This is an optimization exercise on Yosys and OpenROAD, whose aim is small area, not a production implementation. The RTL was checked by simulation tests, not by an equivalence proof against the original design. Power figures rest on the tool's default switching activity, not on a simulated workload.

## run 2
==> flow/design.v <==
module decimation_filter (
	input mclk1,
	input reset,
	input mdata1,
	output reg [15:0] DATA,
	output reg data_en,
	input [15:0] dec_rate );
function [36:0] radd;
	input [36:0] a, b;
	input cin;
	integer i;
	reg c;
	begin
		c = cin;
		for (i = 0; i < 37; i = i + 1) begin
			radd[i] = a[i] ^ b[i] ^ c;
			c = (a[i] & b[i]) | (c & (a[i] ^ b[i]));
		end
	end
endfunction
function rcarry;
	input [36:0] a, b;
	input cin;
	input integer k;
	integer i;
	reg c;
	begin
		c = cin;
		for (i = 0; i < 37; i = i + 1)
			if (i < k) c = (a[i] & b[i]) | (c & (a[i] ^ b[i]));
		rcarry = c;
	end
endfunction
wire [7:0] rs = dec_rate[12:5];
reg [6:0] mr;
always @(posedge mclk1)
	mr <= {|dec_rate[12:12], |dec_rate[12:11], |dec_rate[12:10], |dec_rate[12:9],
	       |dec_rate[12:8], |dec_rate[12:7], |dec_rate[12:6]};
wire [11:0] mask = {mr, 5'h1F};
function [23:0] kmux;
	input [7:0] s;
	input [23:0] k0, k1, k2, k3, k4, k5, k6, k7;
	kmux = ({24{s[0]}} & k0) | ({24{s[1]}} & k1) | ({24{s[2]}} & k2) | ({24{s[3]}} & k3)
	     | ({24{s[4]}} & k4) | ({24{s[5]}} & k5) | ({24{s[6]}} & k6) | ({24{s[7]}} & k7);
endfunction
wire [23:0] wa_rst = kmux(rs, 24'd120, 24'd496, 24'd2016, 24'd8128, 24'd32640, 24'd130816, 24'd523776, 24'd2096128);
wire [23:0] wb_rst = kmux(rs, 24'd768, 24'd3072, 24'd12288, 24'd49152, 24'd196608, 24'd786432, 24'd3145728, 24'd12582912);
wire [23:0] wc_rst = kmux(rs, 24'd136, 24'd528, 24'd2080, 24'd8256, 24'd32896, 24'd131328, 24'd524800, 24'd2098176);
wire [23:0] wa_0 = kmux(rs, 24'd528, 24'd2080, 24'd8256, 24'd32896, 24'd131328, 24'd524800, 24'd2098176, 24'd8390656);
wire [23:0] wb_0 = kmux(rs, 24'd496, 24'd2016, 24'd8128, 24'd32640, 24'd130816, 24'd523776, 24'd2096128, 24'd8386560);
localparam K = 13;      
reg [11:0] p;           
reg [23:0] wa, wb;      
reg [22:0] wc;          
reg [1:0] xd;           
reg [2:0] rd;           
reg [36:0] y0;
reg [35:0] y1;
reg [33:0] y2;
reg c0, c1, c2;         
reg [15:0] f1, f2, fd;  
wire x = xd[1];
wire z = (p == 12'd0);            
wire last = &(p | ~mask);         
wire [11:0] mhi = mask & ~{1'b0, mask[11:1]};     
wire p_top = |(p & mhi);                          
wire [23:0] da = {12'hFFF, p | ~mask};
wire [23:0] db;
genvar gi;
generate
	for (gi = 0; gi < 24; gi = gi + 1) begin : g_db
		if (gi == 0) assign db[gi] = 1'b1;
		else if (gi <= 11) assign db[gi] = mask[gi] ? ~p[gi-1] : p_top;
		else assign db[gi] = p_top;
	end
endgenerate
always @(posedge mclk1) begin
	if (reset) begin
		p <= {dec_rate[12:2], 1'b1};
		data_en <= 1'b0;
		xd <= 2'b00;
		wa <= wa_rst;
		wb <= wb_rst;
		wc <= wc_rst[22:0];
	end else begin
		p <= radd({25'h0, p}, 37'd0, 1'b1) & mask;
		data_en <= z;
		xd <= {xd[0], mdata1};
		if (last) begin
			wa <= wa_0;
			wb <= wb_0;
			wc <= 23'd0;
		end else begin
			wa <= radd({13'h0, wa}, {13'h0, da}, 1'b0);
			wb <= radd({13'h0, wb}, {13'h0, db}, 1'b1);
			wc <= radd({14'h0, wc}, {25'h0, p}, 1'b0);
		end
	end
end
wire xz = x & z;
wire xn = x & ~z;
wire [23:0] a0 = {24{xn}} & wa;
wire [23:0] a1 = ({24{xz}} & wa) | ({24{xn}} & wb);
wire [23:0] a2 = ({24{xz}} & wb) | ({24{xn}} & {1'b0, wc});
wire sh = data_en | rd[0] | rd[1] | rd[2];
wire [36:0] b0 = sh ? {1'b0, y1} : y0;
wire bc0 = sh ? c1 : c0;
wire [35:0] b1 = sh ? {2'b00, y2} : y1;
wire bc1 = sh ? c2 : c1;
wire [33:0] b2 = sh ? 34'd0 : y2;
wire bc2 = sh ? 1'b0 : c2;
always @(posedge mclk1) rd <= {rd[1:0], reset};
always @(posedge mclk1) begin
	begin
		y0[K-1:0] <= radd(b0, {13'h0, a0}, 1'b0);
		c0        <= rcarry(b0, {13'h0, a0}, 1'b0, K);
		y0[36:K]  <= radd(b0 >> K, {13'h0, a0} >> K, bc0);
		y1[K-1:0] <= radd({1'b0, b1}, {13'h0, a1}, 1'b0);
		c1        <= rcarry({1'b0, b1}, {13'h0, a1}, 1'b0, K);
		y1[35:K]  <= radd({1'b0, b1} >> K, {13'h0, a1} >> K, bc1);
		y2[K-1:0] <= radd({3'h0, b2}, {13'h0, a2}, 1'b0);
		c2        <= rcarry({3'h0, b2}, {13'h0, a2}, 1'b0, K);
		y2[33:K]  <= radd({3'h0, b2} >> K, {13'h0, a2} >> K, bc2);
	end
end
wire [15:0] word =
	  ({16{rs[0]}} & {y0[14:0], 1'b0}) | ({16{rs[1]}} & y0[17:2])  | ({16{rs[2]}} & y0[20:5])
	| ({16{rs[3]}} & y0[23:8])         | ({16{rs[4]}} & y0[26:11]) | ({16{rs[5]}} & y0[29:14])
	| ({16{rs[6]}} & y0[32:17])        | ({16{rs[7]}} & y0[35:20])
	| {16{|(rs & {y0[36], y0[33], y0[30], y0[27], y0[24], y0[21], y0[18], y0[15]})}};
wire mv = (p[11:4] == 8'd1);
reg [1:0] nw;           
always @(posedge mclk1) begin
	f1 <= {(mv ? fd[0] : f1[0]), f1[15:1]};
	f2 <= {(mv ? f1[0] : f2[0]), f2[15:1]};
	if (data_en)
		fd <= {word[0], word[15:1]};
	else
		fd <= {(mv ? f2[0] : fd[0]), fd[15:1]};
end
always @(posedge mclk1) begin
	if (reset)
		nw <= 2'd0;
	else if (data_en && !(&nw))
		nw <= nw + 2'd1;
end
always @(*) DATA = fd & {16{&nw}};
endmodule
clock: 10.0 ns
lec_check: 0
cap_margin: 20
core_margin: 2
core_utilization: 60
slew_margin: 20
standard.sh (not shown) runs the stock make flow with config.mk's settings and CLKGATE_MAP_FILE= SYNTH_SCRIPT=/design/flow/synth_recipe.tcl, a recipe that flattens the netlist after the stock synthesis.
==> flow/flow/run.sh <==
#!/bin/bash
# Standard ORFS layout (the standard.sh) with two changes:
#  - clock tree synthesis without dummy loads, with small leaf buffers;
#  - port buffers of the smallest buffer cell.
# The make output goes to flow.log in the work folder; ORFS keeps each
# step's own log under orfs/logs.
set -euo pipefail
export CTS_ARGS="-sink_clustering_enable -repair_clock_nets -dont_use_dummy_load -buf_list {sky130_fd_sc_hd__clkbuf_8 sky130_fd_sc_hd__clkbuf_16} -sink_clustering_size 24 -sink_clustering_max_diameter 45"
export BUFFER_PORTS_ARGS="-buffer_cell sky130_fd_sc_hd__buf_1"
bash standard.sh > flow.log 2>&1
Input-level comparison between run 1 and run 2:
Settings: GPL_TIMING_DRIVEN now 0, previously not set; CORE_UTILIZATION now 75, was 60.
--- a/flow/flow/run.sh
+++ b/flow/flow/run.sh
@@ -7,3 +7,3 @@
 set -euo pipefail
-export CTS_ARGS="-sink_clustering_enable -repair_clock_nets -dont_use_dummy_load -buf_list {sky130_fd_sc_hd__clkbuf_8 sky130_fd_sc_hd__clkbuf_16} -sink_clustering_size 24 -sink_clustering_max_diameter 45"
+export CTS_ARGS="-sink_clustering_enable -repair_clock_nets -dont_use_dummy_load -buf_list {sky130_fd_sc_hd__clkbuf_4 sky130_fd_sc_hd__clkbuf_8} -sink_clustering_size 16 -sink_clustering_max_diameter 50"
 export BUFFER_PORTS_ARGS="-buffer_cell sky130_fd_sc_hd__buf_1"
Notes after the runs:
- Relative to run 2, tap cell instance count decreased by 55 in run 1.
- Going from run 2 to run 1, clock skew held steady, layout overhead on the synthesized area shrank by 3.7 points, worst-case setup margin in the final layout shrank by 0.35 ns, count of endpoints failing hold in the final timing report held steady, footprint of the multi-input gates shrank by 0.65%.
- Relative to run 2, final routed wirelength across all metal layers has gone up in run 1.
- Fraction of power consumed by the clock network, run 1 and run 2: higher on run 2
- Taking run 2 as 1.0, run 1 lands at 1.16 on wire length of the first global-routing pass.
- The peak per-stage delay on the critical path reported for run 1 is greater than that of run 2 by 0.03 ns.
- When run 1 is measured against run 2, its share of total power in combinational logic turns out 4.8 points higher.

---

// decimation_filter: RTL as listed in full above, without the edits since
export LEC_CHECK = 0
export CAP_MARGIN = 20
export CORE_MARGIN = 2
export CORE_UTILIZATION = 50
export SLEW_MARGIN = 20
create_clock -name core_clock -period 10.0 [get_ports {mclk1}]
==> flow/flow/run.sh <==
#!/bin/bash
# Standard ORFS layout (the standard.sh) with two changes:
#  - clock tree synthesis without dummy loads, with small leaf buffers;
#  - port buffers of the smallest buffer cell.
# The make output goes to flow.log in the work folder; ORFS keeps each
# step's own log under orfs/logs.
set -euo pipefail
export CTS_ARGS="-sink_clustering_enable -repair_clock_nets -dont_use_dummy_load -buf_list {sky130_fd_sc_hd__clkbuf_4 sky130_fd_sc_hd__clkbuf_8} -sink_clustering_size 20 -sink_clustering_max_diameter 60"
export BUFFER_PORTS_ARGS="-buffer_cell sky130_fd_sc_hd__buf_1"
bash standard.sh > flow.log 2>&1
Change:
==> flow/run.sh (new file) <==
#!/bin/bash
# synth_recipe.tcl (not shown) runs the flow's synth.tcl, then flattens the netlist and writes it again
# the make line also repeats each setting of config.mk as NAME=value (left out here)
make -C /OpenROAD-flow-scripts/flow DESIGN_CONFIG=/design/flow/config.mk WORK_HOME=/design/flow/orfs CLKGATE_MAP_FILE= SYNTH_SCRIPT=/design/flow/synth_recipe.tcl finish
- CORE_UTILIZATION: 50 -> 60
- CTS_BUF_LIST: not set -> sky130_fd_sc_hd__clkbuf_4 sky130_fd_sc_hd__clkbuf_8
removed: flow/flow/run.sh
removed: flow/standard.sh
The changed run finished clean. Area after synthesis is unchanged. Total power went up by 23%. Maximum frequency barely changes. Count of clock-buffer cells in the layout went up by 37. Final area went up by 5.9%. Wire length went up by 4.5%. Via count went up by 4.3%. Utilization went up by 14 points. First-iteration DRC count went up by 14%. Sequential power hardly moves.

---

Another version of the RTL of decimation_filter (not shown whole).
For scale: ~1100 cells after synthesis, about 220 flip-flops, ~36 I/O pins.
clock: 10.0 ns
lec_check: 0
cap_margin: 20
core_margin: 2
core_utilization: 60
slew_margin: 20
==> flow/flow/run.sh <==
#!/bin/bash
# Standard ORFS layout (the standard.sh) with two changes:
#  - clock tree synthesis without dummy loads, with small leaf buffers;
#  - port buffers of the smallest buffer cell.
# The make output goes to flow.log in the work folder; ORFS keeps each
# step's own log under orfs/logs.
set -euo pipefail
export CTS_ARGS="-sink_clustering_enable -repair_clock_nets -dont_use_dummy_load -buf_list {sky130_fd_sc_hd__clkbuf_4} -sink_clustering_size 10 -sink_clustering_max_diameter 40"
export BUFFER_PORTS_ARGS="-buffer_cell sky130_fd_sc_hd__buf_1"
bash standard.sh > flow.log 2>&1
The first run produced a clean layout.
Edit:
--- a/flow/flow/run.sh
+++ b/flow/flow/run.sh
@@ -6,5 +6,5 @@
 # step's own log under orfs/logs.
 set -euo pipefail
-export CTS_ARGS="-sink_clustering_enable -repair_clock_nets -dont_use_dummy_load -buf_list {sky130_fd_sc_hd__clkbuf_4} -sink_clustering_size 10 -sink_clustering_max_diameter 40"
+export CTS_ARGS="-sink_clustering_enable -repair_clock_nets -dont_use_dummy_load -buf_list {sky130_fd_sc_hd__clkbuf_4 sky130_fd_sc_hd__clkbuf_8} -sink_clustering_size 20 -sink_clustering_max_diameter 60"
 export BUFFER_PORTS_ARGS="-buffer_cell sky130_fd_sc_hd__buf_1"
 bash standard.sh > flow.log 2>&1
- CAP_MARGIN: 20 -> 5
- SLEW_MARGIN: 20 -> 5
The new run went through all stages and came out clean.
Clock-buffer cell count falls by 19.
Die area is unchanged.
Design area barely changes.
Edit:
- CAP_MARGIN: 5 -> 20
- SLEW_MARGIN: 5 -> 20
Effect: The changed run finished with timing, DRC and antenna clean. Design area does not change. Routed wire length stays the same. Power stays the same. Synthesized area stays the same. Critical path depth is unchanged.

[re-timing with driven ports]
The results above use ideal ports. As a check the final layouts listed here were re-extracted and re-timed, cells and wires unchanged. Step 1: set_driving_cell puts a clkbuf_16 on mclk1 and a buf_2 on each other input, an assumption about the parent block. Step 2 also shifts input and output timing later by t, the mid clock arrival at the registers, as if the neighbouring blocks saw the same clock. Slacks: ideal ports / drivers / drivers and shift; pairs: ideal ports / drivers.
run	t, ns	setup slack, ns	worst register clock-pin slew, ns
run 2	0.528	0.613 / 0.613 / 0.613	0.07 / 0.07
run 1	0.593	0.264 / 0.264 / 0.264	0.10 / 0.10
the first run of note 2	0.578	0.592 / 0.592 / 0.592	0.11 / 0.11
the second run of note 2	0.598	0.584 / 0.584 / 0.584	0.07 / 0.07
the first run of note 3	0.666	1.021 / 1.033 / 0.367	0.10 / 0.10
the second run of note 3	0.553	0.864 / 0.879 / 0.325	0.11 / 0.11
the third run of note 3	0.553	0.864 / 0.879 / 0.325	0.11 / 0.11
After both steps setup and hold are still met in every run listed. The setup slack of the first run of note 3, which loses most, moves by +0.012 ns with the drivers and by -0.654 ns with both steps.
